Background: an optimization exercise with open tools, aiming at small area, a short achievable clock period and few clock cycles. Do not read the settings as production practice.
Function was checked by simulation only, so behaviour that the tests miss may differ from the original.
The clock cells of runs 9 and 10 come from the design's own scripts or RTL, not from TritonCTS.
The flow treats the clock pin as an ideal source. Dropping or thinning the clock tree relies on that and would not hold on a real chip.
No activity file was given, so power comes from the tool's default toggle rates.

$ cat design/flow/flow/run.sh
#!/bin/bash
# ORFS layout of the design with three changes to how it is made (the
# constraints are unchanged):
#  - synthesis maps the logic with an area-oriented ABC script and without
#    half/full-adder extraction (registers are mapped exactly as before);
#  - ports are buffered with buf_2 instead of the slow delay buffer;
#  - timing repair aims for more setup slack than the clock period needs.
set -euo pipefail
rm -rf myscripts
cp -r "$FLOW_HOME/scripts" myscripts
printf 'strash\ndch -f\namap\ntopo\n' > myscripts/abc_speed.script
export SCRIPTS_DIR="$PWD/myscripts"
export ADDER_MAP_FILE=
export BUFFER_PORTS_ARGS="-buffer_cell sky130_fd_sc_hd__buf_2"
export SETUP_SLACK_MARGIN=6.3
bash standard.sh > standard.log 2>&1
$ cat design/flow/standard.sh
#!/bin/bash
# synth_recipe.tcl (not shown) runs the flow's synth.tcl, then flattens the netlist and writes it again
# the make line also repeats each setting of config.mk as NAME=value (left out here)
make -C /OpenROAD-flow-scripts/flow DESIGN_CONFIG=/design/flow/config.mk WORK_HOME=/design/flow/orfs CLKGATE_MAP_FILE= SYNTH_SCRIPT=/design/flow/synth_recipe.tcl "${@:-finish}"
$ cat design/flow/config.mk
export PLATFORM = sky130hd
export DESIGN_NAME = qr_decode
export DESIGN_NICKNAME = qr_decode
export VERILOG_FILES = /design/flow/design.v
export SDC_FILE = /design/flow/constraint.sdc
export NUM_CORES = 4
export LEC_CHECK = 0
export CAP_MARGIN = 20
export CORE_MARGIN = 2
export CORE_UTILIZATION = 35
export SLEW_MARGIN = 20
$ cat design/flow/constraint.sdc
create_clock -name core_clock -period 9.0 [get_ports {clk}]
set_input_delay 1.8000 -clock core_clock [delete_from_list [all_inputs] [get_ports {clk}]]
set_output_delay 1.8000 -clock core_clock [all_outputs]
set_load 0.01 [all_outputs]
$ cat design/flow/design.v
module qr_decode(
    input clk,
    input srstn,
    input qr_decode_start,
    input sram_rdata,
    output [11:0] sram_raddr,
    output reg decode_valid,
    output reg [7:0] decode_jis8_code,
    output reg qr_decode_finish
  );
  reg [4:0] r, c;       
  reg R1, R2;           
  reg [2:0] m;          
  reg [2:0] b;          
  reg [4:0] nb;         
  reg hdr;              
  assign sram_raddr = {1'b0, r, 1'b0, c};
  wire fmt = ~c[4] & ~c[3];
  wire up = c[1];
  wire at_top = c[4] ? (~r[4] & ~r[2] & ~r[1]) : ~(r[4] | r[3] | r[2] | r[1] | r[0]);   
  wire at_bot = r[4] & r[3];                                                           
  wire turn = c[0] & (up ? at_top : at_bot);
  wire sk6 = ~r[4] & ~r[3] & r[2] & r[0] & ~(r[1] ^ up);                  
  wire al_up = c[4] & ~c[2] & up & r[4] & ~r[1] & r[0];                   
  wire al_dn = c[4] & ~c[2] & ~up & ~r[4] & r[2] & r[1] & r[0];           
  wire al = al_up | al_dn;
  wire x = sk6 | al;
  wire [3:0] d = r[3:0] ^ {4{up}};
  wire t1 = d[0], t2 = d[1] & d[0], t3 = d[2] & t2, t4 = d[3] & t3;      
  wire [4:0] rt = {t4 | al, t3 | al, t2 & ~x, t1 | x, ~x};                
  wire rowmove = ~fmt & c[0] & ~turn;
  wire [4:0] frow = {{3{fmt & c[2]}}, 1'b0, fmt & c[2]};                   
  wire [4:0] nr = r ^ (rowmove ? rt : frow);
  wire alc = ~c[4] & c[2] & c[1] & r[4] & ~r[3] & ~(r[2] & r[1]) & (r[2] | r[1] | r[0]);
  wire hold = c[0] & (turn | alc);
  wire [3:1] e = c[3:1] ^ {3{~c[0]}};
  wire [4:0] tc = {e[3] & e[2] & e[1], e[2] & e[1], e[1], 1'b1, 1'b1};   
  wire [4:0] tf = c[2] ? 5'b10011 : c[0] ? 5'b00111 : {4'b0, qr_decode_start};
  wire [4:0] tcol = fmt ? tf : hold ? {4'b0, ~alc} : tc;
  wire [4:0] nc = c ^ tcol;
  wire R0 = ~R1 & ~R2;
  wire rdn = up ^ sk6;
  wire nR1 = fmt ? 1'b0 : (rowmove & ~al) ? (rdn ? R2 : R0) : R1;
  wire nR2 = fmt ? 1'b0 : (rowmove & ~al) ? (rdn ? R0 : R1) : R2;
  wire C0 = (~c[0] & ~c[1] & c[3]) | (~c[0] & c[1] & ~c[2]) | (c[0] & c[1] & c[2] & ~c[4]) | (c[0] & ~c[1] & c[2] & ~c[3]);
  wire C1 = (c[0] & ~c[1] & c[3]) | (~c[0] & c[1] & c[2] & c[4]) | (c[0] & c[1] & ~c[2] & c[4]) | (~c[0] & ~c[1] & ~c[2] & ~c[3]);
  wire C2 = ~C0 & ~C1;
  wire C3o = (c[1] & c[2] & ~c[3]) | (~c[1] & ~c[2] & ~c[3]) | (c[0] & c[1] & c[3]) | (c[0] & ~c[1] & ~c[3]);   
  wire a = r[0] & c[0];
  wire s = r[0] ^ c[0];
  wire q0 = R0 | C0;
  wire q1 = (R1 & C1) | (R2 & C2);
  wire z3 = (R0 & C0) | (R1 & C2) | (R2 & C1);
  reg mk;
  always @* begin
    case (m ^ 3'b101)
      3'd0: mk = ~s;
      3'd1: mk = ~r[0];
      3'd2: mk = C0;
      3'd3: mk = z3;
      3'd4: mk = ~(r[1] ^ C3o);
      3'd5: mk = ~a & q0;
      3'd6: mk = ~(a ^ q1);
      default: mk = ~(s ^ q1);
    endcase
  end
  wire bit_in = sram_rdata ^ mk;
  wire last_bit = (b == 3'd7);
  always @(posedge clk) begin
    if (~srstn) begin
      r <= 5'd8;
      c <= 5'd2;
      hdr <= 1'b1;
      decode_valid <= 1'b0;
      qr_decode_finish <= 1'b0;
    end else begin
      r <= nr;
      c <= nc;
      if (~fmt && b == 3'd0) hdr <= 1'b0;    
      decode_valid <= ~hdr & last_bit;
      qr_decode_finish <= ~hdr & ((last_bit & (nb == 5'd1)) | (nb == 5'd0));
    end
    R1 <= nR1;
    R2 <= nR2;
    if (fmt) m <= {m[1:0], sram_rdata};
    b <= fmt ? 3'd3 : b + 3'd1;           
    if (hdr) nb <= decode_jis8_code[4:0];   
    else if (last_bit) nb <= nb - 5'd1;
    decode_jis8_code <= {decode_jis8_code[6:0], bit_in};
  end
endmodule
==> impl_metrics.json, run 1 <==
{
  "holdCritPathClass": "reg -> reg",
  "wl_per_cell_um": 13.3,
  "path_delay_family": "flip-flops",
  "cp-end-kind": "output pin",
  "portBuffers": 23,
  "min_period_over_period": 0.298,
  "cts_inserted_buffers": 5,
  "pwr-share-comb": 0.421,
  "post-route-drc-count": 0,
  "hold_path_depth": 0,
  "ant_nets": 0,
  "cts-root-buf": "clkbuf_8",
  "yosys.cell_types.count": 32,
  "ir_worst_vdd_mv": 0.148,
  "pre_cts_slack_ns": 5.89,
  "powerDensity_nw_per_um2": 396,
  "min_period_ns": 2.68,
  "grt_pass1_vias": 1361,
  "hold_violations": 0,
  "die_area_um2": 5250,
  "rows": 24,
  "slew_violations": 0,
  "critical_path_required_ns": 7.20,
  "rsz0062_at_grt": "true",
  "grt_pass1_wl_um": 6370,
  "start_kind": "register",
  "dpl.hpwl_um": 2740,
  "area_growth_pct": 23.4,
  "dr.pass1.iters": 4,
  "fin_skew_ns": 0.00656,
  "antennaDiodeCount": 0,
  "io_pins": 26,
  "setup_violations": 0,
  "cp_num_cells": 1,
  "seq_power_share": 0.363,
  "globalplace.congestion": 0.903,
  "clkTransAtPathRegs_ns": 0.07,
  "synth_area_per_cell_um2": 8.04,
  "cts_hold_buffers": 0,
  "grt_max_degree": 13,
  "switchingPower_mw": 0.329,
  "syn_inst": 204,
  "tns_ns": 0,
  "die_h_um": 72.5,
  "crit_arrival_ns": 0.88,
  "worstPathMaxFanout": 5,
  "via_per_inst": 5.40,
  "p_int_mw": 0.473,
  "ys_seq_area_frac": 0.464,
  "worst_slack_ns": 6.32,
  "cts.path.max_buffers": 2,
  "finalHoldWorstSlack_ns": 0.356,
  "cts.sinks": 34,
  "worst-slew-pin-transition_ns": 0.565,
  "overflow": 0,
  "ys_ff_latch": 34,
  "grt_antenna_before_repair": 0,
  "fin_nets": 238,
  "crit_chain": "buf_2",
  "core_um2": 4440,
  "max_stage_delay_ns": 0.42,
  "cp_num_buf_inv": 1,
  "crit_type": "reg -> out",
  "r2r_cells": 12,
  "wl_um": 3810,
  "cts.htree.levels": 2,
  "p_clk_frac": 0.216,
  "status": "timing/DRC/antenna clean",
  "max_freq_ghz": 0.373,
  "die_x_um": 72.5,
  "drtIter0Drc": 88,
  "clk_latency_ns": 0.30,
  "max_slew_margin": 0.623,
  "synth_area_um2": 1640,
  "drive_gt1_frac": 0.234,
  "vias": 1551,
  "ys_warn_count": 1,
  "grt_usage": 0.157,
  "initial_core_util": 0.369,
  "switching_share": 0.411,
  "p_leak_nw": 0.742,
  "cts_tree": "yes",
  "crit_slowest_cell": "dfxtp_1",
  "drv_cap": 0
}
-- power groups by stage --
stage,logic [mW],registers (mW),clock network [mW]
3_3_place_gp,0.310,0.293,0
6_report,0.338,0.291,0.173
2_1_floorplan,0.213,0.293,0
4_1_cts,0.322,0.287,0.176
3_5_place_dp,0.308,0.292,0
5_1_grt,0.380,0.303,0.183
-- flip-flops by register name, indices dropped and copies added, names as in the netlist --
register,flops
R1,1
R2,1
b,3
c,5
decode_jis8_code,8
decode_valid,1
hdr,1
m,3
nb,5
qr_decode_finish,1
r,5
-- logic make-up (layout without fill, tap and decap cells) --
logic type,Yosys count,in the layout,synth area share
compound gates,70,70,0.278
buf+inv,33,63,0.0824
flops,34,34,0.464
other cells,1,2,0.00229
simple gates,66,66,0.174
-- path summary, 6_finish.rpt --
check                                          from                  end  slack (ns)
worst max-delay path                           c[2]        sram_raddr[2]        6.32
worst min-delay path            decode_jis8_code[6]  decode_jis8_code[7]        0.36
worst max register to register                 c[0]  decode_jis8_code[0]        6.52
worst min register to register  decode_jis8_code[6]  decode_jis8_code[7]        0.36
-- layer usage --
metal | routed length [um] | GRT usage | vias to the layer above
met5 | 0 | 0 | -
met4 | 74 | 0.0802 | 0
met3 | 216 | 0.0458 | 7
met2 | 1720 | 0.225 | 48
met1 | 1800 | 0.214 | 692
li1 | - | - | 804
-- stage by stage --
stage | utilization | total power, mW | cells | area, um^2
after global routing | 0.456 | 0.866 | 287 | 2020
after CTS | 0.444 | 0.785 | 286 | 1970
after floorplan | - | 0.507 | 205 | 1650
after detailed placement | 0.406 | 0.600 | 277 | 1800
after global placement | 0.406 | 0.602 | 277 | 1800
final | 0.456 | 0.802 | 287 | 2020
-- layout make-up --
| class | count | area (um^2) |
|---|---|---|
| timing repair buffer | 25 | 130 |
| clock inverter | 3 | 68.8 |
| inverter | 30 | 121 |
| multi-input combinational | 138 | 792 |
| sequential | 34 | 778 |
| fill | 458 | 2420 |
| tap | 52 | 65.1 |
| clock buffer | 5 | 68.8 |
-- cells in the final DEF, fill, tap and decap left out, types with 6 or more instances in the layout --
| cell type | count |
|---|---|
| nor2_1 | 26 |
| buf_2 | 23 |
| clkinv_1 | 22 |
| dfxtp_1 | 20 |
| o21ai_0 | 19 |
| nand2_1 | 16 |
| a21oi_1 | 15 |
| nor3_1 | 8 |
| edfxtp_1 | 8 |
| inv_2 | 6 |
| o22ai_1 | 6 |
-- cells in the mapped netlist (all sizes together) --
master	count	area (um^2)
a221oi	1	8.76
nand2	17	63.8
dfxtp	26	521
a31o	1	8.76
a41oi	1	8.76
conb	1	3.75
o31a	1	8.76
or2	1	6.26
a2111oi	2	17.5
o21ai	20	100
nor4	2	12.5
o32ai	3	26.3
nand4	2	12.5
a211oi	5	37.5
a32oi	1	8.76
o311ai	1	8.76
a31oi	1	6.26
nor4bb	1	10.0
a21oi	15	75.1
o22ai	6	37.5
a22oi	3	22.5
a22o	2	17.5
buf	3	22.5
a222oi	1	10.0
o22a	2	17.5
clkinv	30	113
nor2	29	109
nand3	4	20.0
and2	1	6.26
edfxtp	8	240
o221ai	4	35.0
nor3	9	45.0
-- repair_timing --
item,4_1_cts,5_1_grt
cloned,0,0
setup buffers,1,1
resized for setup,9,20
pin swaps,0,1
endpoints found under the setup margin,7,9
Testbench counts, summed over its fixed seeds: cycles 15,800.
==> run 2: changes to the inputs <==
--- a/design/flow/config.mk
+++ b/design/flow/config.mk
@@ -8,4 +8,4 @@
 export CAP_MARGIN = 20
 export CORE_MARGIN = 2
-export CORE_UTILIZATION = 35
+export CORE_UTILIZATION = 45
 export SLEW_MARGIN = 20
==> impl_metrics.json, run 2 <==
{
  "cp_num_cells": 1,
  "initial_core_util": 0.480,
  "rows": 21,
  "regArea_um2": 786,
  "pre_cts_slack_ns": 5.82,
  "dpl.hpwl_um": 2860,
  "hold_violations": 0,
  "synth-xor-area-share": 0,
  "crit_slowest_cell": "dfxtp_2",
  "cts_tree": "yes",
  "cp_num_buf_inv": 1,
  "muxShareOfSynthArea": 0,
  "cts-root-buf": "clkbuf_4",
  "final_cell_mix": "clkinv_1, nor2_1, buf_2",
  "crit_start": "r[0]",
  "critical_path_required_ns": 7.20,
  "synth_top_family_by_area": "compound AO/OA/AOI/OAI gates",
  "cp-end-kind": "output pin",
  "max_slew_margin": 0.649,
  "rsz0062_at_grt": "true",
  "cts_inserted_buffers": 5,
  "vias": 1588,
  "utilization": 0.574,
  "antennaDiodeCount": 0,
  "start_kind": "register",
  "cts.path.max_buffers": 2,
  "clkTransAtPathRegs_ns": 0.11,
  "synth_edf_count": 8,
  "io_pins": 26,
  "crit_type": "reg -> out",
  "min_period_ns": 2.72,
  "synth_adder_area_share": 0,
  "cts_hold_buffers": 0,
  "status": "timing/DRC/antenna clean",
  "wl_per_cell_um": 13.8,
  "core_um2": 3420,
  "yosys-top-cells-area": "dfxtp_1, edfxtp_1, clkinv_1",
  "fin_skew_ns": 0.0114,
  "clk_latency_ns": 0.34,
  "top_register": "decode_jis8_code",
  "grt_max_degree": 13,
  "die_area_um2": 4140,
  "max_freq_ghz": 0.367,
  "globalplace.congestion": 0.863,
  "area_growth_pct": 19.5,
  "dr.pass1.iters": 4,
  "p_leak_nw": 0.716,
  "overflow": 0,
  "ys_warn_count": 1,
  "via_per_inst": 5.59,
  "max_stage_delay_ns": 0.43,
  "ys_seq_area_frac": 0.464,
  "synth_area_per_cell_um2": 8.04,
  "path_delay_family": "flip-flops",
  "die_h_um": 64.4,
  "cts.sinks": 34,
  "instances_no_fill": 284,
  "multiInputGateArea_um2": 774,
  "n_fill_cell": 338,
  "placedCellCount": 271,
  "synth_top_area_cell": "dfxtp_1",
  "drv_cap": 0,
  "synth-main-ff-cell": "dfxtp_1",
  "largest_reg_flops": 8,
  "powerDensity_nw_per_um2": 371,
  "worst-slew-pin-transition_ns": 0.526,
  "yosysMostFrequentCell": "clkinv_1",
  "min_period_over_period": 0.303,
  "grt_usage": 0.208,
  "r2r-start": "c[2]",
  "synth_area_um2": 1640,
  "synth.top_cells.by_count": "clkinv_1, nor2_1, dfxtp_1",
  "synth-simple-area-share": 0.174,
  "worst_slack_ns": 6.28,
  "drtIter0Drc": 129,
  "synth_compound_area_frac": 0.278,
  "grt_pass1_wl_um": 6700,
  "hold_path_depth": 0,
  "crit_arrival_ns": 0.92,
  "synth_top_area_frac": 0.317,
  "ant_nets": 0,
  "worstReg2RegEnd": "decode_jis8_code[0]",
  "grt_antenna_before_repair": 0,
  "drive_gt1_frac": 0.227,
  "async_flop_share": 0,
  "post-route-drc-count": 0,
  "setup_violations": 0,
  "ys_ff_latch": 34,
  "worstPathMaxFanout": 9,
  "tns_ns": 0,
  "r2r_setup_slack_ns": 6.34,
  "die_x_um": 64.4,
  "yosys.cell_types.count": 32,
  "cts.htree.levels": 2,
  "fin_nets": 241,
  "portBuffers": 23,
  "r2r_cells": 13,
  "slew_violations": 0,
  "finish.instance_area_um2": 1960,
  "holdCritPathClass": "reg -> reg",
  "grt_pass1_vias": 1484,
  "wl_um": 3920,
  "crit_chain": "buf_2",
  "worstSetupEndpoint": "sram_raddr[6]",
  "syn_inst": 204,
  "ir_worst_vdd_mv": 0.138,
  "placed_cell_area_um2": 1800
}
[run 2: logic make-up (layout without fill, tap and decap cells)]
logic type / count (synthesis) / count (layout)
AOI/OAI and AO/OA: 70 / 70
and+or+nand+nor: 66 / 66
DFF: 34 / 34
buffers and inverters: 33 / 66
other: 1 / 2
[run 2: final cells by class]
type	instances	area share
Clock buffer	7	0.0281
Sequential cell	34	0.401
Clock inverter	1	0.00255
Tap cell	46	0.0294
Timing Repair Buffer	28	0.0823
Multi-Input combinational cell	138	0.395
Inverter	30	0.0619
[run 2: how the worst min path moves through the flow]
stage                         from             endpoint  slack (ns)
6_report       decode_jis8_code[5]  decode_jis8_code[6]        0.35
5_1_grt        decode_jis8_code[3]  decode_jis8_code[4]        0.37
4_1_cts        decode_jis8_code[5]  decode_jis8_code[6]        0.36
3_5_place_dp   decode_jis8_code[5]  decode_jis8_code[6]        0.34
3_3_place_gp   decode_jis8_code[6]  decode_jis8_code[7]        0.33
2_1_floorplan                 b[0]                 b[0]        0.37
[run 2: stage by stage]
stage	power, mW	hold slack (ns)
2_1_floorplan	0.507	0.368
3_3_place_gp	0.596	0.333
3_5_place_dp	0.603	0.340
4_1_cts	0.712	0.358
5_1_grt	0.791	0.367
6_report	0.728	0.354
[run 2: per-layer routing]
layer  vias to the layer above  part of all wire  global-route usage
li1                        813                 -                   -
met4                         0            0.0094              0.0638
met2                        49              0.49               0.357
met3                         5             0.058              0.0405
met5                         -                 0                   0
met1                       721              0.45               0.263
[run 2: where the power goes]
part           leakage [nW]  switching, mW  internal [mW]
sequential            0.304         0.0592          0.231
combinational         0.377          0.209          0.138
clock                0.0353         0.0524         0.0379
total                 0.716          0.321          0.407
[run 2: what timing repair did]
item	4_1_cts	5_1_grt
gates cloned	0	0
setup endpoints to repair	10	11
setup buffers	3	2
resized for setup	16	12
==> run 3: changes to the inputs <==
--- a/design/flow/config.mk
+++ b/design/flow/config.mk
@@ -8,4 +8,4 @@
 export CAP_MARGIN = 20
 export CORE_MARGIN = 2
-export CORE_UTILIZATION = 45
+export CORE_UTILIZATION = 50
 export SLEW_MARGIN = 20
==> impl_metrics.json, run 3 <==
{
  "yosysMostFrequentCell": "clkinv_1",
  "cts_hold_buffers": 0,
  "min_period_over_period": 0.299,
  "synth_edf_count": 8,
  "drive_gt1_frac": 0.257,
  "io_pins": 26,
  "final_common_cell": "nor2_1",
  "dpl.hpwl_um": 2870,
  "ys_ff_latch": 34,
  "p_clk_frac": 0.177,
  "switchingPower_mw": 0.338,
  "synth_top_area_cell": "dfxtp_1",
  "crit_chain": "buf_2",
  "p_int_mw": 0.465,
  "cts.sinks": 34,
  "synth.top_cells.by_count": "clkinv_1, nor2_1, dfxtp_1",
  "grt_pass1_vias": 1536,
  "cts.path.max_buffers": 2,
  "grt_antenna_before_repair": 0,
  "clk_latency_ns": 0.34,
  "ys_seq_area_frac": 0.464,
  "synth_area_um2": 1640,
  "initial_core_util": 0.533,
  "max_freq_ghz": 0.372,
  "globalplace.congestion": 1.01,
  "core_um2": 3080,
  "min_period_ns": 2.69,
  "cp-end-kind": "output pin",
  "max_stage_delay_ns": 0.40,
  "cts_inserted_buffers": 5,
  "grt_max_degree": 13,
  "ant_nets": 0,
  "cts_tree": "yes",
  "switching_share": 0.421,
  "post-route-drc-count": 0,
  "crit_start": "r[4]",
  "holdCritPathClass": "reg -> reg",
  "setup_violations": 0,
  "drv_cap": 0,
  "area_growth_pct": 26.2,
  "start_kind": "register",
  "grt_pass1_wl_um": 6510,
  "tns_ns": 0,
  "syn_inst": 204,
  "rows": 20,
  "r2r_cells": 13,
  "ys_warn_count": 1,
  "path_delay_family": "flip-flops",
  "worstPathMaxFanout": 3,
  "critical_path_required_ns": 7.20,
  "max_slew_margin": 0.603,
  "cts-root-buf": "clkbuf_4",
  "final_cell_mix": "nor2_1, clkinv_1, buf_2",
  "die_area_um2": 3750,
  "synth_area_per_cell_um2": 8.04,
  "antennaDiodeCount": 0,
  "fin_skew_ns": 0.0119,
  "drtIter0Drc": 97,
  "finalHoldWorstSlack_ns": 0.353,
  "yosys-top-cells-area": "dfxtp_1, edfxtp_1, clkinv_1",
  "powerDensity_nw_per_um2": 388,
  "p_leak_nw": 0.758,
  "via_per_inst": 5.79,
  "yosys.cell_types.count": 32,
  "die_x_um": 61.3,
  "worst-slew-pin-transition_ns": 0.595,
  "largest_reg_flops": 8,
  "grt_usage": 0.236,
  "wl_um": 4070,
  "hold_path_depth": 0,
  "pre_cts_slack_ns": 5.78,
  "cp_num_buf_inv": 1,
  "status": "timing/DRC/antenna clean",
  "dr.pass1.iters": 6,
  "portBuffers": 23,
  "seq_power_share": 0.357,
  "ir_worst_vdd_mv": 0.194,
  "r2r-start": "c[2]",
  "crit_slowest_cell": "dfxtp_1",
  "min_from": "decode_jis8_code[5]",
  "clkTransAtPathRegs_ns": 0.11,
  "wl_per_cell_um": 14.3,
  "r2r_setup_slack_ns": 6.37,
  "worstReg2RegEnd": "decode_jis8_code[0]",
  "vias": 1650,
  "top_register": "decode_jis8_code",
  "pwr-share-comb": 0.466,
  "hold_violations": 0,
  "cts.htree.levels": 2,
  "crit_type": "reg -> out",
  "fin_nets": 244,
  "slew_violations": 0,
  "min_to": "decode_jis8_code[6]",
  "synth-main-ff-cell": "dfxtp_1",
  "crit_arrival_ns": 0.89,
  "synth_top_area_frac": 0.317,
  "worst_slack_ns": 6.31,
  "rsz0062_at_grt": "true",
  "overflow": 0,
  "die_h_um": 61.3,
  "async_flop_share": 0
}
-- run 3: cell counts after synthesis --
No cell type changed its count.
-- run 3: stage by stage --
stage                     instances  area [um^2]  utilization  total power [mW]
after floorplan                 205         1650            -             0.507
after global placement          269         1790        0.583             0.594
after detailed placement        269         1790        0.583             0.603
after CTS                       281         1970        0.639             0.769
after global routing            285         2070        0.672             0.863
final                           285         2070        0.672             0.803
-- run 3: area by class of cell --
class / instances / area (um^2)
Fill cell: 262 / 1010
Inverter: 30 / 126
Clock inverter: 3 / 68.8
Timing Repair Buffer: 31 / 194
Sequential cell: 34 / 790
Multi-Input combinational cell: 138 / 798
Tap cell: 44 / 55.1
Clock buffer: 5 / 37.5
-- run 3: worst max path at each step --
stage	to	slack, ns	depth (start not counted)
finish	sram_raddr[10]	6.31	1
global route	r[4]	6.10	14
CTS	sram_raddr[6]	6.27	1
detailed placement	decode_jis8_code[0]	5.78	12
global placement	decode_jis8_code[0]	5.90	12
floorplan	decode_jis8_code[0]	6.38	12
-- run 3: power groups by stage --
stage | sequential [mW] | combinational, mW | clock [mW]
2_1_floorplan | 0.293 | 0.213 | 0
3_3_place_gp | 0.288 | 0.306 | 0
3_5_place_dp | 0.291 | 0.312 | 0
4_1_cts | 0.285 | 0.339 | 0.145
5_1_grt | 0.295 | 0.416 | 0.152
6_report | 0.286 | 0.374 | 0.142
-- run 3: timing repair --
action                     4_1_cts  5_1_grt
setup endpoints to repair       10       12
gates resized for setup         16       18
pin swaps                        0        1
buffers inserted                 4        4
-- run 3: kinds of logic after synthesis --
kind of cell | synth area share
flops | 0.464
compound gates | 0.278
simple gates | 0.174
buf+inv | 0.0824
other cells | 0.00229
-- run 3: per-layer routing --
layer / track usage / up-vias / share of wire
li1: - / 822 / -
met1: 0.287 / 758 / 0.42
met2: 0.388 / 60 / 0.50
met3: 0.0546 / 10 / 0.062
met4: 0.127 / 0 / 0.017
met5: 0 / - / 0
==> run 4: changes to the inputs <==
--- a/design/flow/flow/run.sh
+++ b/design/flow/flow/run.sh
@@ -9,5 +9,5 @@
 rm -rf myscripts
 cp -r "$FLOW_HOME/scripts" myscripts
-printf 'strash\ndch -f\namap\ntopo\n' > myscripts/abc_speed.script
+printf 'strash\n&get -n\n&deepsyn -T 30\n&put\ndch -f\namap\ntopo\n' > myscripts/abc_speed.script
 export SCRIPTS_DIR="$PWD/myscripts"
 export ADDER_MAP_FILE=
==> impl_metrics.json, run 4 <==
{
  "clk_latency_ns": 0.34,
  "vias": 1514,
  "dpl.hpwl_um": 2600,
  "core_um2": 3000,
  "worstReg2RegEnd": "r[1]",
  "n_fill_cell": 291,
  "synth_area_um2": 1560,
  "grt_pass1_vias": 1323,
  "grt_usage": 0.216,
  "setup_violations": 0,
  "synth_top_area_frac": 0.333,
  "via_per_inst": 5.67,
  "p_leak_nw": 0.719,
  "powerDensity_nw_per_um2": 391,
  "cts.sinks": 34,
  "synth-main-ff-cell": "dfxtp_1",
  "wl_um": 3530,
  "grt_antenna_before_repair": 0,
  "status": "timing/DRC/antenna clean",
  "cts.path.max_buffers": 2,
  "ys_warn_count": 1,
  "wl_per_cell_um": 13.2,
  "die_x_um": 59.9,
  "grt_pass1_wl_um": 5830,
  "clkTransAtPathRegs_ns": 0.11,
  "start_kind": "register",
  "overflow": 0,
  "finalHoldWorstSlack_ns": 0.361,
  "synth_top_area_cell": "dfxtp_1",
  "synth_area_per_cell_um2": 7.86,
  "critical_path_required_ns": 7.20,
  "min_from": "decode_jis8_code[6]",
  "tns_ns": 0,
  "cts_tree": "yes",
  "dr.pass1.iters": 5,
  "portBuffers": 23,
  "worstPathMaxFanout": 6,
  "crit_chain": "buf_2",
  "synth_edf_count": 8,
  "cp_num_cells": 1,
  "cts-root-buf": "clkbuf_4",
  "async_flop_share": 0,
  "final_common_cell": "nor2_1",
  "globalplace.congestion": 0.853,
  "max_freq_ghz": 0.376,
  "fin_skew_ns": 0.00546,
  "crit_type": "reg -> out",
  "hold_violations": 0,
  "ys_seq_area_frac": 0.486,
  "final_cell_mix": "nor2_1, clkinv_1, buf_2",
  "yosys-top-cells-area": "dfxtp_1, edfxtp_1, nor2_1",
  "rsz0062_at_grt": "false",
  "synth.top_cells.by_count": "nor2_1, clkinv_1, dfxtp_1",
  "fin_nets": 237,
  "area_growth_pct": 18.5,
  "r2r-start": "r[1]",
  "ant_nets": 0,
  "cp-end-kind": "output pin",
  "cts_inserted_buffers": 5,
  "ir_worst_vdd_mv": 0.201,
  "min_period_ns": 2.66,
  "top_register": "decode_jis8_code",
  "ys_ff_latch": 34,
  "holdCritPathClass": "reg -> reg",
  "yosys.cell_types.count": 25,
  "worst-slew-pin-transition_ns": 0.737,
  "drive_gt1_frac": 0.214,
  "min_period_over_period": 0.296,
  "r2r_cells": 14,
  "antennaDiodeCount": 0,
  "io_pins": 26,
  "rows": 20,
  "drv_cap": 0,
  "die_h_um": 59.9,
  "hold_path_depth": 0,
  "slew_violations": 0,
  "largest_reg_flops": 8,
  "max_stage_delay_ns": 0.39,
  "min_to": "decode_jis8_code[7]",
  "max_slew_margin": 0.507,
  "cts.htree.levels": 2,
  "grt_max_degree": 15,
  "crit_slowest_cell": "dfxtp_4",
  "syn_inst": 199,
  "post-route-drc-count": 0,
  "die_area_um2": 3590,
  "cp_num_buf_inv": 1,
  "initial_core_util": 0.521,
  "path_delay_family": "flip-flops",
  "cts_hold_buffers": 0,
  "yosysMostFrequentCell": "nor2_1",
  "r2r_setup_slack_ns": 6.55,
  "drtIter0Drc": 157,
  "crit_arrival_ns": 0.86
}
[run 4: cells by family (layout without fill, tap and decap cells)]
group,Yosys count,count (layout),synth area share
AOI/OAI and AO/OA,65,65,0.252
and+or+nand+nor,65,65,0.170
other,1,2,0.00240
buffers and inverters,34,68,0.0888
DFF,34,34,0.486
[run 4: how the worst max path moves through the flow]
stage / startpoint / to
2_1_floorplan: srstn / qr_decode_finish
6_report: c[4] / sram_raddr[4]
4_1_cts: c[1] / sram_raddr[1]
5_1_grt: r[1] / r[1]
3_3_place_gp: srstn / qr_decode_finish
3_5_place_dp: srstn / qr_decode_finish
[run 4: what timing repair did]
action | CTS | global route
buffers inserted | 1 | 5
endpoints found under the setup margin | 8 | 14
resized for setup | 11 | 10
pin swaps | 0 | 1
[run 4: per-layer routing]
metal / up-vias / global-route usage / part of all wire
met5: - / 0 / 0
met4: 0 / 0.0984 / 0.015
met3: 6 / 0.0411 / 0.056
met2: 50 / 0.318 / 0.46
met1: 696 / 0.306 / 0.47
li1: 762 / - / -
[run 4: layout make-up]
| class | count | area (um^2) | area share |
|---|---|---|---|
| Clock buffer | 6 | 51.3 | 0.0277 |
| Clock inverter | 2 | 12.5 | 0.00675 |
| Inverter | 31 | 116 | 0.0628 |
| Multi-Input combinational cell | 132 | 679 | 0.367 |
| Sequential cell | 34 | 792 | 0.427 |
| Tap cell | 33 | 41.3 | 0.0223 |
| Timing Repair Buffer | 29 | 160 | 0.0864 |
[run 4: report_power, final]
group          internal [mW]  switching (mW)  total, mW
logic                  0.130           0.215      0.345
registers              0.237          0.0507      0.287
clock network         0.0375          0.0534     0.0909
[run 4: metrics by stage]
stage | utilization | setup WS, ns | std cells | total power, mW | instance area, um^2
floorplan | - | 6.46 | 200 | 0.507 | 1570
global route | 0.617 | 6.29 | 267 | 0.784 | 1850
finish | 0.617 | 6.34 | 267 | 0.724 | 1850
detailed placement | 0.567 | 6.16 | 253 | 0.604 | 1700
global placement | 0.567 | 6.22 | 253 | 0.594 | 1700
CTS | 0.598 | 6.25 | 262 | 0.705 | 1790
==> run 5: changes to the inputs <==
--- a/design/flow/config.mk
+++ b/design/flow/config.mk
@@ -8,4 +8,4 @@
 export CAP_MARGIN = 20
 export CORE_MARGIN = 2
-export CORE_UTILIZATION = 50
+export CORE_UTILIZATION = 40
 export SLEW_MARGIN = 20
==> impl_metrics.json, run 5 <==
{
  "async_flop_share": 0,
  "regArea_um2": 773,
  "grt_pass1_wl_um": 5900,
  "dpl.hpwl_um": 2460,
  "crit_slowest_cell": "dfxtp_2",
  "die_h_um": 66.5,
  "yosysMostFrequentCell": "nor2_1",
  "cts_hold_buffers": 0,
  "crit_chain": "buf_2",
  "start_kind": "register",
  "p_leak_nw": 0.728,
  "status": "timing/DRC/antenna clean",
  "antennaDiodeCount": 0,
  "synth_area_per_cell_um2": 7.86,
  "syn_inst": 199,
  "tns_ns": 0,
  "fin_skew_ns": 0.0135,
  "io_pins": 26,
  "ant_nets": 0,
  "rows": 22,
  "drtIter0Drc": 133,
  "finalHoldWorstSlack_ns": 0.351,
  "synth-main-ff-cell": "dfxtp_1",
  "max_slew_margin": 0.553,
  "cts_inserted_buffers": 5,
  "min_period_ns": 2.64,
  "ys_ff_latch": 34,
  "hold_violations": 0,
  "holdCritPathClass": "reg -> reg",
  "grt_usage": 0.176,
  "area_growth_pct": 20.3,
  "post-route-drc-count": 0,
  "grt_antenna_before_repair": 0,
  "cts.htree.levels": 2,
  "yosys-top-cells-area": "dfxtp_1, edfxtp_1, nor2_1",
  "cp-end-kind": "output pin",
  "worstPathMaxFanout": 8,
  "min_period_over_period": 0.294,
  "instances_no_fill": 282,
  "wl_per_cell_um": 12.3,
  "cts_tree": "yes",
  "max_freq_ghz": 0.378,
  "rsz0062_at_grt": "false",
  "top_register": "decode_jis8_code",
  "ir_worst_vdd_mv": 0.175,
  "cp_num_buf_inv": 1,
  "largest_reg_flops": 8,
  "setup_violations": 0,
  "drv_cap": 0,
  "grt_pass1_vias": 1322,
  "core_um2": 3720,
  "worst-slew-pin-transition_ns": 0.668,
  "ys_seq_area_frac": 0.486,
  "dr.pass1.iters": 4,
  "yosys.cell_types.count": 25,
  "ys_warn_count": 1,
  "synth_top_area_cell": "dfxtp_1",
  "globalplace.congestion": 0.850,
  "die_area_um2": 4430,
  "clk_latency_ns": 0.29,
  "clkTransAtPathRegs_ns": 0.07,
  "final_cell_mix": "nor2_1, clkinv_1, buf_2",
  "fin_nets": 237,
  "overflow": 0,
  "synth_area_um2": 1560,
  "wl_um": 3460,
  "placedCellCount": 268,
  "initial_core_util": 0.421,
  "synth.top_cells.by_count": "nor2_1, clkinv_1, dfxtp_1",
  "cts.sinks": 34,
  "powerDensity_nw_per_um2": 393,
  "synth_edf_count": 8,
  "via_per_inst": 5.20,
  "die_x_um": 66.5,
  "n_fill_cell": 377,
  "final_common_cell": "nor2_1",
  "grt_max_degree": 15,
  "cts-root-buf": "clkbuf_8",
  "vias": 1466,
  "cts.path.max_buffers": 2,
  "synth_top_area_frac": 0.333,
  "slew_violations": 0,
  "crit_type": "reg -> out",
  "crit_arrival_ns": 0.84,
  "drive_gt1_frac": 0.192,
  "critical_path_required_ns": 7.20,
  "portBuffers": 23,
  "max_stage_delay_ns": 0.40,
  "path_delay_family": "flip-flops",
  "multiInputGateArea_um2": 673
}
run 5: cell counts after synthesis:
No cell type changed its count.
run 5: what timing repair did:
item                                    in CTS  in global routing
endpoints found under the setup margin       5                 10
pin swaps                                    0                  1
cloned                                       0                  0
resized for setup                            5                  8
setup buffers                                0                  6
run 5: final timing paths:
path	endpoint	slack, ns	depth (start not counted)	startpoint
max	sram_raddr[2]	6.36	1	c[2]
min	decode_jis8_code[7]	0.35	0	decode_jis8_code[6]
max reg2reg	r[4]	6.66	12	c[1]
min reg2reg	decode_jis8_code[7]	0.35	0	decode_jis8_code[6]
run 5: cells by family (layout without fill, tap and decap cells):
group,Yosys count,count (layout),synth area share
AOI/OAI and AO/OA,65,65,0.252
and+or+nand+nor,65,65,0.170
other,1,2,0.00240
DFF,34,34,0.486
buffers and inverters,34,68,0.0888
run 5: metal layers:
metal	track usage	routed length, um	vias to the layer above
li1	-	-	767
met2	0.259	1520	34
met5	0	0	-
met3	0.0557	163	7
met4	0.0689	53	0
met1	0.240	1730	658
run 5: stage by stage:
stage / utilization / setup WS, ns / cell area [um^2] / power, mW
after floorplan: - / 6.46 / 1570 / 0.507
after global placement: 0.463 / 6.20 / 1720 / 0.599
after detailed placement: 0.463 / 6.12 / 1720 / 0.597
after CTS: 0.488 / 6.25 / 1810 / 0.713
after global routing: 0.506 / 6.28 / 1880 / 0.812
final: 0.506 / 6.36 / 1880 / 0.740
run 5: cell type report:
| cell class | instances | share of cell area |
|---|---|---|
| flip-flops and latches | 34 | 0.411 |
| multi-input cells | 132 | 0.358 |
| repair buffers | 29 | 0.0918 |
| inverters | 31 | 0.0638 |
| clock buffers | 6 | 0.0386 |
| well taps | 48 | 0.0319 |
| clock inverters | 2 | 0.00532 |
run 5: report_power, final:
part	internal (mW)	leakage, nW	total, mW	switching (mW)
Clock	0.0536	0.0450	0.109	0.0558
Sequential	0.232	0.299	0.291	0.0594
Combinational	0.137	0.384	0.340	0.202
==> run 6: changes to the inputs <==
--- a/design/flow/config.mk
+++ b/design/flow/config.mk
@@ -8,4 +8,4 @@
 export CAP_MARGIN = 20
 export CORE_MARGIN = 2
-export CORE_UTILIZATION = 40
+export CORE_UTILIZATION = 45
 export SLEW_MARGIN = 20
==> impl_metrics.json, run 6 <==
{
  "cts_inserted_buffers": 5,
  "ant_nets": 0,
  "final_common_cell": "nor2_1",
  "crit_chain": "buf_2",
  "overflow": 0,
  "antennaDiodeCount": 0,
  "cts_tree": "yes",
  "seq_power_share": 0.402,
  "rsz0062_at_grt": "false",
  "hold_violations": 0,
  "wl_per_cell_um": 12.7,
  "yosys.cell_types.count": 25,
  "worstPathMaxFanout": 5,
  "cp-end-kind": "output pin",
  "die_area_um2": 3960,
  "yosysMostFrequentCell": "nor2_1",
  "clk_latency_ns": 0.34,
  "min_period_over_period": 0.296,
  "cts_hold_buffers": 0,
  "grt_max_degree": 15,
  "slew_violations": 0,
  "min_period_ns": 2.66,
  "p_leak_nw": 0.716,
  "post-route-drc-count": 0,
  "globalplace.congestion": 0.800,
  "clkTransAtPathRegs_ns": 0.11,
  "rows": 21,
  "status": "timing/DRC/antenna clean",
  "vias": 1504,
  "grt_usage": 0.189,
  "synth_area_per_cell_um2": 7.86,
  "crit_slowest_cell": "dfxtp_2",
  "crit_type": "reg -> out",
  "switchingPower_mw": 0.317,
  "grt_pass1_vias": 1295,
  "crit_arrival_ns": 0.86,
  "yosys-top-cells-area": "dfxtp_1, edfxtp_1, nor2_1",
  "switching_share": 0.439,
  "core_um2": 3340,
  "start_kind": "register",
  "synth_area_um2": 1560,
  "wl_um": 3550,
  "grt_antenna_before_repair": 0,
  "pwr-share-comb": 0.472,
  "portBuffers": 23,
  "io_pins": 26,
  "cts.sinks": 34,
  "utilization": 0.558,
  "holdCritPathClass": "reg -> reg",
  "cts.htree.levels": 2,
  "ys_ff_latch": 34,
  "cp_num_buf_inv": 1,
  "final_cell_mix": "nor2_1, clkinv_1, buf_2",
  "dr.pass1.iters": 4,
  "syn_inst": 199,
  "top_register": "decode_jis8_code",
  "synth_edf_count": 8,
  "via_per_inst": 5.37,
  "drtIter0Drc": 75,
  "max_stage_delay_ns": 0.39,
  "grt_pass1_wl_um": 5820,
  "async_flop_share": 0,
  "drv_cap": 0,
  "worst-slew-pin-transition_ns": 0.649,
  "p_clk_frac": 0.126,
  "ir_worst_vdd_mv": 0.161,
  "fin_skew_ns": 0.00764,
  "critical_path_required_ns": 7.20,
  "die_x_um": 63.0,
  "setup_violations": 0,
  "fin_nets": 237,
  "dpl.hpwl_um": 2620,
  "p_int_mw": 0.405,
  "max_freq_ghz": 0.376,
  "drive_gt1_frac": 0.231,
  "ys_seq_area_frac": 0.486,
  "area_growth_pct": 19.1,
  "initial_core_util": 0.469,
  "synth.top_cells.by_count": "nor2_1, clkinv_1, dfxtp_1",
  "max_slew_margin": 0.566,
  "cts-root-buf": "clkbuf_4",
  "die_h_um": 63.0,
  "ys_warn_count": 1,
  "tns_ns": 0,
  "synth_top_area_cell": "dfxtp_1",
  "powerDensity_nw_per_um2": 387,
  "cts.path.max_buffers": 2,
  "path_delay_family": "flip-flops",
  "synth-main-ff-cell": "dfxtp_1",
  "largest_reg_flops": 8,
  "synth_top_area_frac": 0.333
}
[run 6: cell counts after synthesis]
Identical to the previous run, type by type.
[run 6: cells by family (layout without fill, tap and decap cells)]
family / after synthesis / in the layout / share of synthesized area
other: 1 / 2 / 0.00240
and+or+nand+nor: 65 / 65 / 0.170
buffers and inverters: 34 / 68 / 0.0888
AOI/OAI and AO/OA: 65 / 65 / 0.252
DFF: 34 / 34 / 0.486
[run 6: routing by layer]
metal | track usage | share of wire
met5 | 0 | 0
met4 | 0.0556 | 0.011
met3 | 0.0631 | 0.068
met2 | 0.286 | 0.45
met1 | 0.257 | 0.47
[run 6: metrics by stage]
| step | instance area [um^2] | instances | worst slack, ns | total power, mW | hold WS, ns |
|---|---|---|---|---|---|
| floorplan | 1570 | 200 | 6.46 | 0.507 | 0.372 |
| global placement | 1720 | 266 | 6.18 | 0.596 | 0.332 |
| detailed placement | 1720 | 266 | 6.16 | 0.603 | 0.345 |
| CTS | 1800 | 274 | 6.26 | 0.703 | 0.363 |
| global route | 1860 | 280 | 6.22 | 0.786 | 0.368 |
| finish | 1860 | 280 | 6.34 | 0.721 | 0.358 |
[run 6: worst paths after layout]
path | cells past startpoint | end | start | slack (ns)
setup / recovery | 1 | sram_raddr[3] | c[3] | 6.34
hold / removal | 0 | decode_jis8_code[7] | decode_jis8_code[6] | 0.36
setup reg to reg | 12 | r[4] | c[1] | 6.52
hold reg to reg | 0 | decode_jis8_code[7] | decode_jis8_code[6] | 0.36
[run 6: power groups by stage]
stage | clock network [mW] | logic, mW | registers, mW
floorplan | 0 | 0.212 | 0.295
global placement | 0 | 0.305 | 0.291
detailed placement | 0 | 0.311 | 0.292
CTS | 0.0941 | 0.315 | 0.295
global route | 0.0998 | 0.387 | 0.299
finish | 0.0910 | 0.341 | 0.290
[run 6: repair_timing]
item	4_1_cts	5_1_grt
pin swaps	0	1
buffers inserted	0	6
endpoints found under the setup margin	9	18
resized for setup	11	12
[run 6: area by class of cell]
| class | instances | area [um^2] |
|---|---|---|
| multi-input combinational | 132 | 673 |
| sequential | 34 | 792 |
| clock buffer | 6 | 51.3 |
| fill | 337 | 1470 |
| tap | 46 | 57.6 |
| clock inverter | 2 | 12.5 |
| timing repair buffer | 29 | 160 |
| inverter | 31 | 116 |
==> run 7: changes to the inputs <==
--- a/design/flow/flow/run.sh
+++ b/design/flow/flow/run.sh
@@ -13,4 +13,4 @@
 export ADDER_MAP_FILE=
 export BUFFER_PORTS_ARGS="-buffer_cell sky130_fd_sc_hd__buf_2"
-export SETUP_SLACK_MARGIN=6.3
+export SETUP_SLACK_MARGIN=6.35
 bash standard.sh > standard.log 2>&1
==> impl_metrics.json, run 7 <==
{
  "status": "timing/DRC/antenna clean",
  "die_h_um": 63.0,
  "die_area_um2": 3960,
  "grt_antenna_before_repair": 0,
  "drv_cap": 0,
  "cp_num_buf_inv": 1,
  "crit_type": "reg -> out",
  "synth-main-ff-cell": "dfxtp_1",
  "min_period_over_period": 0.293,
  "initial_core_util": 0.469,
  "ys_warn_count": 1,
  "syn_inst": 199,
  "final_common_cell": "nor2_1",
  "finish.instance_area_um2": 2000,
  "rows": 21,
  "placed_cell_area_um2": 1720,
  "path_delay_family": "flip-flops",
  "cts_inserted_buffers": 5,
  "grt_max_degree": 15,
  "yosys-top-cells-area": "dfxtp_1, edfxtp_1, nor2_1",
  "p_int_mw": 0.446,
  "hold_violations": 0,
  "p_leak_nw": 0.779,
  "ys_seq_area_frac": 0.486,
  "async_flop_share": 0,
  "fin_skew_ns": 0.00793,
  "synth_area_um2": 1560,
  "drtIter0Drc": 82,
  "crit_arrival_ns": 0.84,
  "wl_per_cell_um": 12.6,
  "cts.sinks": 34,
  "instances_no_fill": 290,
  "grt_usage": 0.192,
  "synth_area_per_cell_um2": 7.86,
  "worst-slew-pin-transition_ns": 0.680,
  "synth_top_area_cell": "dfxtp_1",
  "worstPathMaxFanout": 6,
  "final_cell_mix": "nor2_1, clkinv_1, o21ai_0",
  "cts.path.max_buffers": 2,
  "drive_gt1_frac": 0.266,
  "regArea_um2": 797,
  "placedCellCount": 266,
  "dpl.hpwl_um": 2620,
  "grt_pass1_wl_um": 5890,
  "max_slew_margin": 0.545,
  "core_um2": 3340,
  "slew_violations": 0,
  "clkTransAtPathRegs_ns": 0.11,
  "synth.top_cells.by_count": "nor2_1, clkinv_1, dfxtp_1",
  "antennaDiodeCount": 0,
  "area_growth_pct": 28.1,
  "globalplace.congestion": 0.800,
  "largest_reg_flops": 8,
  "fin_nets": 247,
  "p_clk_frac": 0.116,
  "via_per_inst": 5.28,
  "min_period_ns": 2.64,
  "crit_slowest_cell": "dfxtp_4",
  "grt_pass1_vias": 1322,
  "post-route-drc-count": 0,
  "ant_nets": 0,
  "critical_path_required_ns": 7.20,
  "switchingPower_mw": 0.328,
  "multiInputGateArea_um2": 679,
  "io_pins": 26,
  "cts_tree": "yes",
  "crit_chain": "buf_6",
  "synth_top_area_frac": 0.333,
  "holdCritPathClass": "reg -> reg",
  "top_register": "decode_jis8_code",
  "switching_share": 0.424,
  "rsz0062_at_grt": "true",
  "setup_violations": 0,
  "ir_worst_vdd_mv": 0.175,
  "clk_latency_ns": 0.33,
  "synth_edf_count": 8,
  "dr.pass1.iters": 4,
  "vias": 1531,
  "power_mw": 0.774,
  "yosysMostFrequentCell": "nor2_1",
  "start_kind": "register",
  "seq_power_share": 0.365,
  "overflow": 0,
  "wl_um": 3660,
  "pwr-share-comb": 0.519,
  "powerDensity_nw_per_um2": 386,
  "portBuffers": 23,
  "cp-end-kind": "output pin",
  "yosys.cell_types.count": 25,
  "tns_ns": 0,
  "max_stage_delay_ns": 0.38,
  "cts-root-buf": "clkbuf_4",
  "die_x_um": 63.0,
  "cts.htree.levels": 2,
  "ys_ff_latch": 34,
  "max_freq_ghz": 0.379,
  "n_fill_cell": 320
}
==> run 7: cell counts after synthesis <==
No cell type changed its count.
==> run 7: per-stage QoR <==
stage,utilization,setup slack (ns),hold WS (ns)
after floorplan,-,6.46,0.372
after global placement,0.515,6.18,0.332
after detailed placement,0.515,6.16,0.345
after CTS,0.559,6.26,0.363
after global routing,0.600,6.21,0.368
final,0.600,6.36,0.358
==> run 7: power by group through the flow <==
stage	clock network (mW)	registers, mW	logic (mW)
final	0.0899	0.283	0.401
after global routing	0.0981	0.292	0.448
after CTS	0.0941	0.289	0.341
after detailed placement	0	0.292	0.311
after global placement	0	0.291	0.305
after floorplan	0	0.295	0.212
==> run 7: final timing paths <==
path                                     startpoint                   to  slack (ns)  cells past startpoint
worst max-delay path                           c[4]        sram_raddr[4]        6.36                      1
worst min register to register  decode_jis8_code[6]  decode_jis8_code[7]        0.36                      0
worst max register to register                 r[1]                 r[1]        6.53                     14
worst min-delay path            decode_jis8_code[6]  decode_jis8_code[7]        0.36                      0
==> run 7: final cells by class <==
| cell class | instances | area share |
|---|---|---|
| Clock buffer | 6 | 0.0256 |
| Clock inverter | 2 | 0.00625 |
| Inverter | 31 | 0.0600 |
| Multi-Input combinational cell | 132 | 0.339 |
| Sequential cell | 34 | 0.398 |
| Tap cell | 46 | 0.0287 |
| Timing Repair Buffer | 39 | 0.142 |
==> run 7: cell families (layout without fill, tap and decap cells) <==
logic type             count (synthesis)  in the layout  synth area share
AOI/OAI and AO/OA                     65             65             0.252
and+or+nand+nor                       65             65             0.170
DFF                                   34             34             0.486
buffers and inverters                 34             78            0.0888
other                                  1              2           0.00240
==> run 7: layer usage <==
| metal | track usage | vias to the layer above | wire, um |
|---|---|---|---|
| li1 | - | 788 | - |
| met1 | 0.260 | 702 | 1780 |
| met2 | 0.291 | 37 | 1670 |
| met3 | 0.0631 | 4 | 175 |
| met4 | 0.0556 | 0 | 31 |
| met5 | 0 | - | 0 |
==> run 7: what timing repair did <==
| item | CTS | global route |
|---|---|---|
| pin swaps | 0 | 1 |
| setup endpoints to repair | 18 | 18 |
| gates resized for setup | 23 | 13 |
| hold buffers | 0 | 0 |
| setup buffers | 5 | 11 |
==> run 8: changes to the inputs <==
==> design/flow/flow/run.sh (replaced) <==
#!/bin/bash
# ORFS layout of the design with these changes to how it is made (the
# constraints are unchanged):
#  - synthesis maps the logic with an area-oriented ABC script (deepsyn,
#    then amap) and without half/full-adder extraction; the registers are
#    mapped exactly as in the standard synthesis;
#  - ports are buffered with buf_2 instead of the slow delay buffer;
#  - the clock tree is one clkbuf_16 at the registers' centroid
#    (flow/one_buf_cts.tcl) in place of the two-level tree;
#  - timing repair aims for more setup slack than the clock period needs.
set -euo pipefail
rm -rf myscripts
cp -r "$FLOW_HOME/scripts" myscripts
printf 'strash\n&get -n\n&deepsyn -T 30\n&put\ndch -f\namap\ntopo\n' > myscripts/abc_speed.script
python3 - "$PWD/flow/one_buf_cts.tcl" <<'PY'
import sys
p = 'myscripts/cts.tcl'
s = open(p).read()
old = 'log_cmd clock_tree_synthesis {*}$cts_args'
assert old in s
s = s.replace(old, 'source ' + sys.argv[1])
open(p, 'w').write(s)
PY
export SCRIPTS_DIR="$PWD/myscripts"
export ADDER_MAP_FILE=
export BUFFER_PORTS_ARGS="-buffer_cell sky130_fd_sc_hd__buf_2"
export SETUP_SLACK_MARGIN=6.4

bash standard.sh > standard.log 2>&1
==> impl_metrics.json, run 8 <==
{
  "placed_cell_area_um2": 1720,
  "rows": 21,
  "error": "Error: cts.tcl, 36 couldn't read file \"/design/flow/flow/one_buf_cts.tcl\": no such file or directory",
  "placedCellCount": 266,
  "io_pins": 26,
  "synth.top_cells.by_count": "nor2_1, clkinv_1, dfxtp_1",
  "synth-main-ff-cell": "dfxtp_1",
  "initial_core_util": 0.469,
  "synth_area_um2": 1560,
  "yosysMostFrequentCell": "nor2_1",
  "yosys-top-cells-area": "dfxtp_1, edfxtp_1, nor2_1",
  "ys_ff_latch": 34,
  "dpl.hpwl_um": 2620,
  "synth_top_area_frac": 0.333,
  "haltStage": "clock tree synthesis",
  "globalplace.congestion": 0.800,
  "die_h_um": 63.0,
  "portBuffers": 23,
  "pre_cts_slack_ns": 6.16,
  "yosys.cell_types.count": 25,
  "synth_area_per_cell_um2": 7.86,
  "synth_top_area_cell": "dfxtp_1",
  "ys_warn_count": 1,
  "die_x_um": 63.0,
  "async_flop_share": 0,
  "status": "stopped before the end",
  "synth_edf_count": 8,
  "ys_seq_area_frac": 0.486,
  "syn_inst": 199
}
[run 8: cell counts after synthesis]
No cell type changed its count.
[run 8: worst max-delay path by stage]
stage / endpoint / depth (start not counted) / slack, ns
after floorplan: qr_decode_finish / 5 / 6.46
after global placement: qr_decode_finish / 6 / 6.18
after detailed placement: qr_decode_finish / 6 / 6.16
[run 8: cells by family after synthesis]
family	synth area share
AOI/OAI and AO/OA	0.252
buffers and inverters	0.0888
DFF	0.486
other	0.00240
and+or+nand+nor	0.170
[run 8: power groups by stage]
stage	registers (mW)	logic [mW]	clock network [mW]
floorplan	0.295	0.212	0
global placement	0.291	0.305	0
detailed placement	0.292	0.311	0
==> run 9: changes to the inputs <==
==> design/flow/flow/one_buf_cts.tcl (new file) <==
# Clock tree of a single buffer: the design has a few dozen flip-flops close
# together, so one clkbuf_16 at their centroid drives every clock pin.
set block [ord::get_db_block]
set sx 0.0
set sy 0.0
set n 0
foreach inst [$block getInsts] {
  set master [$inst getMaster]
  if {[$master isSequential]} {
    set bb [$inst getBBox]
    set sx [expr {$sx + ([$bb xMin] + [$bb xMax]) / 2.0}]
    set sy [expr {$sy + ([$bb yMin] + [$bb yMax]) / 2.0}]
    incr n
  }
}
set dbu [$block getDbUnitsPerMicron]
set cx [expr {$sx / $n / $dbu}]
set cy [expr {$sy / $n / $dbu}]
puts "one_buf_cts: $n registers, clock buffer at $cx $cy"
log_cmd insert_buffer -buffer_cell sky130_fd_sc_hd__clkbuf_16 -net clk \
  -location [list $cx $cy] -buffer_name clkbuf_root -net_name clknet_root
==> impl_metrics.json, run 9 <==
{
  "status": "timing/DRC/antenna clean",
  "die_h_um": 63.0,
  "worstPathMaxFanout": 8,
  "ys_seq_area_frac": 0.486,
  "grt_max_degree": 35,
  "placed_cell_area_um2": 1720,
  "n_fill_cell": 346,
  "slew_violations": 0,
  "fin_nets": 232,
  "synth.top_cells.by_count": "nor2_1, clkinv_1, dfxtp_1",
  "cts_hold_buffers": 0,
  "drive_gt1_frac": 0.173,
  "max_slew_margin": 0.548,
  "rsz0062_at_grt": "true",
  "overflow": 0,
  "drtIter0Drc": 70,
  "finalHoldWorstSlack_ns": 0.360,
  "min_period_over_period": 0.284,
  "globalplace.congestion": 0.800,
  "crit_start": "c[2]",
  "synth-xor-area-share": 0,
  "io_pins": 26,
  "synth_edf_count": 8,
  "min_from": "decode_jis8_code[6]",
  "max_stage_delay_ns": 0.42,
  "start_kind": "register",
  "wl_um": 3430,
  "max_freq_ghz": 0.391,
  "grt_pass1_vias": 1253,
  "area_growth_pct": 15.4,
  "cp-end-kind": "output pin",
  "drv_cap": 0,
  "worstReg2RegEnd": "r[1]",
  "powerDensity_nw_per_um2": 377,
  "final_cell_mix": "nor2_1, clkinv_1, buf_2",
  "synth-main-ff-cell": "dfxtp_1",
  "die_area_um2": 3960,
  "tns_ns": 0,
  "yosys.cell_types.count": 25,
  "initial_core_util": 0.469,
  "critical_path_required_ns": 7.20,
  "synth_area_um2": 1560,
  "ys_warn_count": 1,
  "grt_usage": 0.173,
  "r2r_setup_slack_ns": 6.58,
  "r2r_cells": 14,
  "crit_type": "reg -> out",
  "p_leak_nw": 0.691,
  "synth_top_area_frac": 0.333,
  "rows": 21,
  "core_um2": 3340,
  "grt_pass1_wl_um": 5690,
  "synth_top_area_cell": "dfxtp_1",
  "holdCritPathClass": "reg -> reg",
  "hold_path_depth": 0,
  "synth_area_per_cell_um2": 7.86,
  "synth_top_family_by_area": "compound AO/OA/AOI/OAI gates",
  "yosys-top-cells-area": "dfxtp_1, edfxtp_1, nor2_1",
  "synth-simple-area-share": 0.170,
  "wl_per_cell_um": 12.6,
  "grt_antenna_before_repair": 0,
  "r2r-start": "r[1]",
  "ir_worst_vdd_mv": 0.163,
  "crit_arrival_ns": 0.76,
  "async_flop_share": 0,
  "crit_slowest_cell": "dfxtp_2",
  "finish.instance_area_um2": 1810,
  "crit_chain": "buf_2",
  "largest_reg_flops": 8,
  "clkTransAtPathRegs_ns": 0.12,
  "vias": 1435,
  "yosysMostFrequentCell": "nor2_1",
  "power_mw": 0.681,
  "fin_skew_ns": 0.00225,
  "worst-slew-pin-transition_ns": 0.676,
  "dr.pass1.iters": 5,
  "muxShareOfSynthArea": 0,
  "final_common_cell": "nor2_1",
  "hold_violations": 0,
  "via_per_inst": 5.28,
  "synth_compound_area_frac": 0.252,
  "antennaDiodeCount": 0,
  "syn_inst": 199,
  "post-route-drc-count": 0,
  "min_to": "decode_jis8_code[7]",
  "die_x_um": 63.0,
  "ys_ff_latch": 34,
  "portBuffers": 23,
  "path_delay_family": "flip-flops",
  "dpl.hpwl_um": 2620,
  "top_register": "decode_jis8_code",
  "ant_nets": 0,
  "synth_adder_area_share": 0,
  "clk_latency_ns": 0.18,
  "setup_violations": 0,
  "min_period_ns": 2.56,
  "cp_num_buf_inv": 1
}
==> run 9: power breakdown <==
part | internal, mW | switching (mW)
clock | 0.0209 | 0.0373
sequential | 0.231 | 0.0604
combinational | 0.127 | 0.204
total | 0.380 | 0.301
==> run 9: worst max path at each step <==
stage | to | cells after the start
final | sram_raddr[2] | 1
after global routing | r[1] | 14
after detailed placement | qr_decode_finish | 6
after global placement | qr_decode_finish | 6
after CTS | qr_decode_finish | 6
after floorplan | qr_decode_finish | 5
==> run 9: logic make-up (layout without fill, tap and decap cells) <==
| group | after synthesis | in the layout |
|---|---|---|
| compound gates | 65 | 65 |
| buf+inv | 34 | 60 |
| flops | 34 | 34 |
| other cells | 1 | 2 |
| simple gates | 65 | 65 |
==> run 9: area by class of cell, clock buffers not listed <==
cell class                      instances  area (um^2)  share of cell area
Timing Repair Buffer                   28          153              0.0845
Inverter                               31          118              0.0651
Tap cell                               46         57.6              0.0319
Multi-Input combinational cell        132          679               0.376
Sequential cell                        34          773               0.428
==> run 9: timing repair <==
action	4_1_cts	5_1_grt
gates resized for setup	2	11
endpoints found under the setup margin	7	14
endpoints found under the hold margin	0	0
pin swaps	0	1
buffers inserted	0	5
==> run 9: per-layer routing <==
layer | vias to the layer above | GRT usage | routed length, um
met5 | - | 0 | 0
met4 | 0 | 0.0111 | 13
met3 | 2 | 0.0144 | 155
met2 | 28 | 0.283 | 1560
met1 | 659 | 0.259 | 1700
li1 | 746 | - | -
==> run 9: per-stage QoR <==
stage	utilization	setup slack [ns]	std cells
2_1_floorplan	-	6.46	200
3_3_place_gp	0.515	6.18	266
3_5_place_dp	0.515	6.16	266
4_1_cts	0.524	6.31	267
5_1_grt	0.541	6.20	272
6_report	0.541	6.44	272
==> run 10: changes to the inputs <==
--- a/design/flow/flow/run.sh
+++ b/design/flow/flow/run.sh
@@ -26,4 +26,4 @@
 export BUFFER_PORTS_ARGS="-buffer_cell sky130_fd_sc_hd__buf_2"
 export SETUP_SLACK_MARGIN=6.4
-
+export SETUP_SLACK_MARGIN=6.3
 bash standard.sh > standard.log 2>&1
==> impl_metrics.json, run 10 <==
{
  "status": "timing/DRC/antenna clean",
  "grt_busiest_layer": "met2",
  "powerDensity_nw_per_um2": 377,
  "p_int_mw": 0.370,
  "placedCellCount": 266,
  "drv_cap": 0,
  "fin_skew_ns": 0.00313,
  "grt_antenna_before_repair": 0,
  "synth-simple-area-share": 0.170,
  "cp_num_buf_inv": 1,
  "hold_violations": 0,
  "clk_latency_ns": 0.18,
  "p_clk_frac": 0.086,
  "critical_path_required_ns": 7.20,
  "grt_usage": 0.173,
  "setup_violations": 0,
  "synth_compound_area_frac": 0.252,
  "synth_top_area_cell": "dfxtp_1",
  "rsz0062_at_grt": "false",
  "path_delay_family": "flip-flops",
  "finalHoldWorstSlack_ns": 0.359,
  "dpl.hpwl_um": 2620,
  "muxShareOfSynthArea": 0,
  "final_cell_mix": "nor2_1, clkinv_1, dfxtp_1, buf_2, o21ai_0",
  "slew_violations": 0,
  "ys_ff_latch": 34,
  "crit_chain": "buf_2",
  "max_slew_margin": 0.542,
  "async_flop_share": 0,
  "ant_nets": 0,
  "finish.instance_area_um2": 1770,
  "wl_per_cell_um": 12.8,
  "cp-end-kind": "output pin",
  "gr-usage-met2": 0.283,
  "grt_pass1_vias": 1253,
  "switching_share": 0.446,
  "holdCritPathClass": "reg -> reg",
  "via_per_inst": 5.33,
  "area_growth_pct": 13.2,
  "pre_cts_slack_ns": 6.16,
  "placed_cell_area_um2": 1720,
  "grt_pass1_wl_um": 5690,
  "ys_warn_count": 1,
  "crit_slowest_cell": "dfxtp_1",
  "antennaDiodeCount": 0,
  "die_h_um": 63.0,
  "synth-main-ff-cell": "dfxtp_1",
  "yosys-top-cells-area": "dfxtp_1, edfxtp_1, nor2_1",
  "tns_ns": 0,
  "initial_core_util": 0.469,
  "vias": 1434,
  "grt_max_degree": 35,
  "synth_top_family_by_area": "compound AO/OA/AOI/OAI gates",
  "use_met1": 0.259,
  "final_common_cell": "nor2_1",
  "io_pins": 26,
  "min_period_ns": 2.59,
  "p_leak_nw": 0.674,
  "fin_nets": 229,
  "pwr-share-comb": 0.477,
  "die_x_um": 63.0,
  "min_period_over_period": 0.288,
  "rows": 21,
  "synth.top_cells.by_count": "nor2_1, clkinv_1, dfxtp_1",
  "start_kind": "register",
  "worstPathMaxFanout": 6,
  "synth_edf_count": 8,
  "globalplace.congestion": 0.800,
  "ys_seq_area_frac": 0.486,
  "synth_area_per_cell_um2": 7.86,
  "portBuffers": 23,
  "seq_power_share": 0.437,
  "synth_area_um2": 1560,
  "met3_usage": 0.0144,
  "switchingPower_mw": 0.298,
  "instances_no_fill": 269,
  "ir_worst_vdd_mv": 0.157,
  "yosysMostFrequentCell": "nor2_1",
  "post-route-drc-count": 0,
  "core_um2": 3340,
  "yosys.cell_types.count": 25,
  "crit_arrival_ns": 0.79,
  "dr.pass1.iters": 4,
  "worst_slack_ns": 6.41,
  "clkTransAtPathRegs_ns": 0.12,
  "drtIter0Drc": 68,
  "n_fill_cell": 346,
  "max_freq_ghz": 0.385,
  "crit_type": "reg -> out",
  "synth-xor-area-share": 0,
  "largest_reg_flops": 8,
  "wl_um": 3430,
  "die_area_um2": 3960,
  "worst-slew-pin-transition_ns": 0.685,
  "top_register": "decode_jis8_code",
  "synth_adder_area_share": 0,
  "max_stage_delay_ns": 0.45,
  "syn_inst": 199,
  "overflow": 0,
  "drive_gt1_frac": 0.143,
  "synth_top_area_frac": 0.333
}
-- run 10: power groups by stage --
stage / Sequential, mW / Combinational (mW) / Clock, mW
3_3_place_gp: 0.291 / 0.305 / 0
2_1_floorplan: 0.295 / 0.212 / 0
5_1_grt: 0.303 / 0.362 / 0.0646
4_1_cts: 0.294 / 0.314 / 0.0431
6_report: 0.292 / 0.319 / 0.0572
3_5_place_dp: 0.292 / 0.311 / 0
-- run 10: layout make-up, clock buffers not listed --
class | count | area [um^2] | area share
Multi-Input combinational cell | 132 | 673 | 0.380
Tap cell | 46 | 57.6 | 0.0325
Inverter | 31 | 118 | 0.0664
Sequential cell | 34 | 767 | 0.433
Timing Repair Buffer | 25 | 130 | 0.0735
-- run 10: path summary, 6_finish.rpt --
kind / start / endpoint / slack [ns] / depth (start not counted)
setup / recovery: c[4] / sram_raddr[4] / 6.41 / 1
hold / removal: decode_jis8_code[6] / decode_jis8_code[7] / 0.36 / 0
setup reg to reg: r[1] / r[4] / 6.55 / 12
hold reg to reg: decode_jis8_code[6] / decode_jis8_code[7] / 0.36 / 0
-- run 10: through the flow --
stage | power (mW) | utilization
2_1_floorplan | 0.507 | -
3_3_place_gp | 0.596 | 0.515
3_5_place_dp | 0.603 | 0.515
4_1_cts | 0.651 | 0.524
5_1_grt | 0.729 | 0.531
6_report | 0.668 | 0.531
-- run 10: repair_timing --
action | in CTS | in global routing
gates resized for setup | 2 | 6
hold buffers | 0 | 0
setup endpoints to repair | 2 | 8
pin swaps | 0 | 1
setup buffers | 0 | 2
-- run 10: per-layer routing --
metal,up-vias,part of all wire
met5,-,0
met4,0,0.0038
met3,2,0.048
met2,29,0.45
met1,660,0.49
li1,743,-
-- run 10: cells by family after synthesis --
family | count (synthesis)
flip-flops | 34
buffers and inverters | 34
other | 1
AO/OA/AOI/OAI | 65
AND/OR/NAND/NOR | 65

==> static timing again, ports no longer ideal <==
Ports are ideal in the flow. The routed layouts listed here were re-timed in OpenROAD. Step 1 assumes that a clkbuf_16 drives the clock port and a buf_2 every other input. Step 2 adds t to the input delays and takes it off the output delays; t is the mean of the earliest and latest rising clock arrival at the registers after step 1. Input paths then give back, and output paths get back, about the clock's delay inside the block. a / b / c = ideal ports / drivers / drivers and shift; a / b = the first two.
run | shift t [ns] | slack for setup (ns) | worst hold slack (ns) | worst setup path after step 2 | worst data-port slew with drivers (ns)
run 1 | 0.319 | 6.319 / 6.294 / 6.158 | 0.356 / 0.356 / 0.356 | input to register | 0.03
run 2 | 0.355 | 6.277 / 6.254 / 6.218 | 0.354 / 0.354 / 0.354 | input to register | 0.03
run 3 | 0.356 | 6.310 / 6.289 / 6.182 | 0.353 / 0.353 / 0.353 | input to register | 0.03
run 4 | 0.357 | 6.340 / 6.317 / 6.165 | 0.361 / 0.361 / 0.361 | input to register | 0.03
run 5 | 0.311 | 6.358 / 6.330 / 6.183 | 0.351 / 0.351 / 0.351 | input to register | 0.03
run 6 | 0.354 | 6.337 / 6.315 / 6.151 | 0.358 / 0.358 / 0.358 | input to register | 0.02
run 7 | 0.352 | 6.363 / 6.341 / 6.131 | 0.358 / 0.358 / 0.358 | input to register | 0.03
run 9 | 0.205 | 6.441 / 6.411 / 6.299 | 0.360 / 0.360 / 0.360 | input to register | 0.03
run 10 | 0.203 | 6.406 / 6.376 / 6.295 | 0.359 / 0.359 / 0.359 | input to register | 0.03
After both steps every run listed still meets setup and hold. For run 7, which loses most, drivers alone change the setup slack by -0.022 ns; drivers and shift together by -0.232 ns.
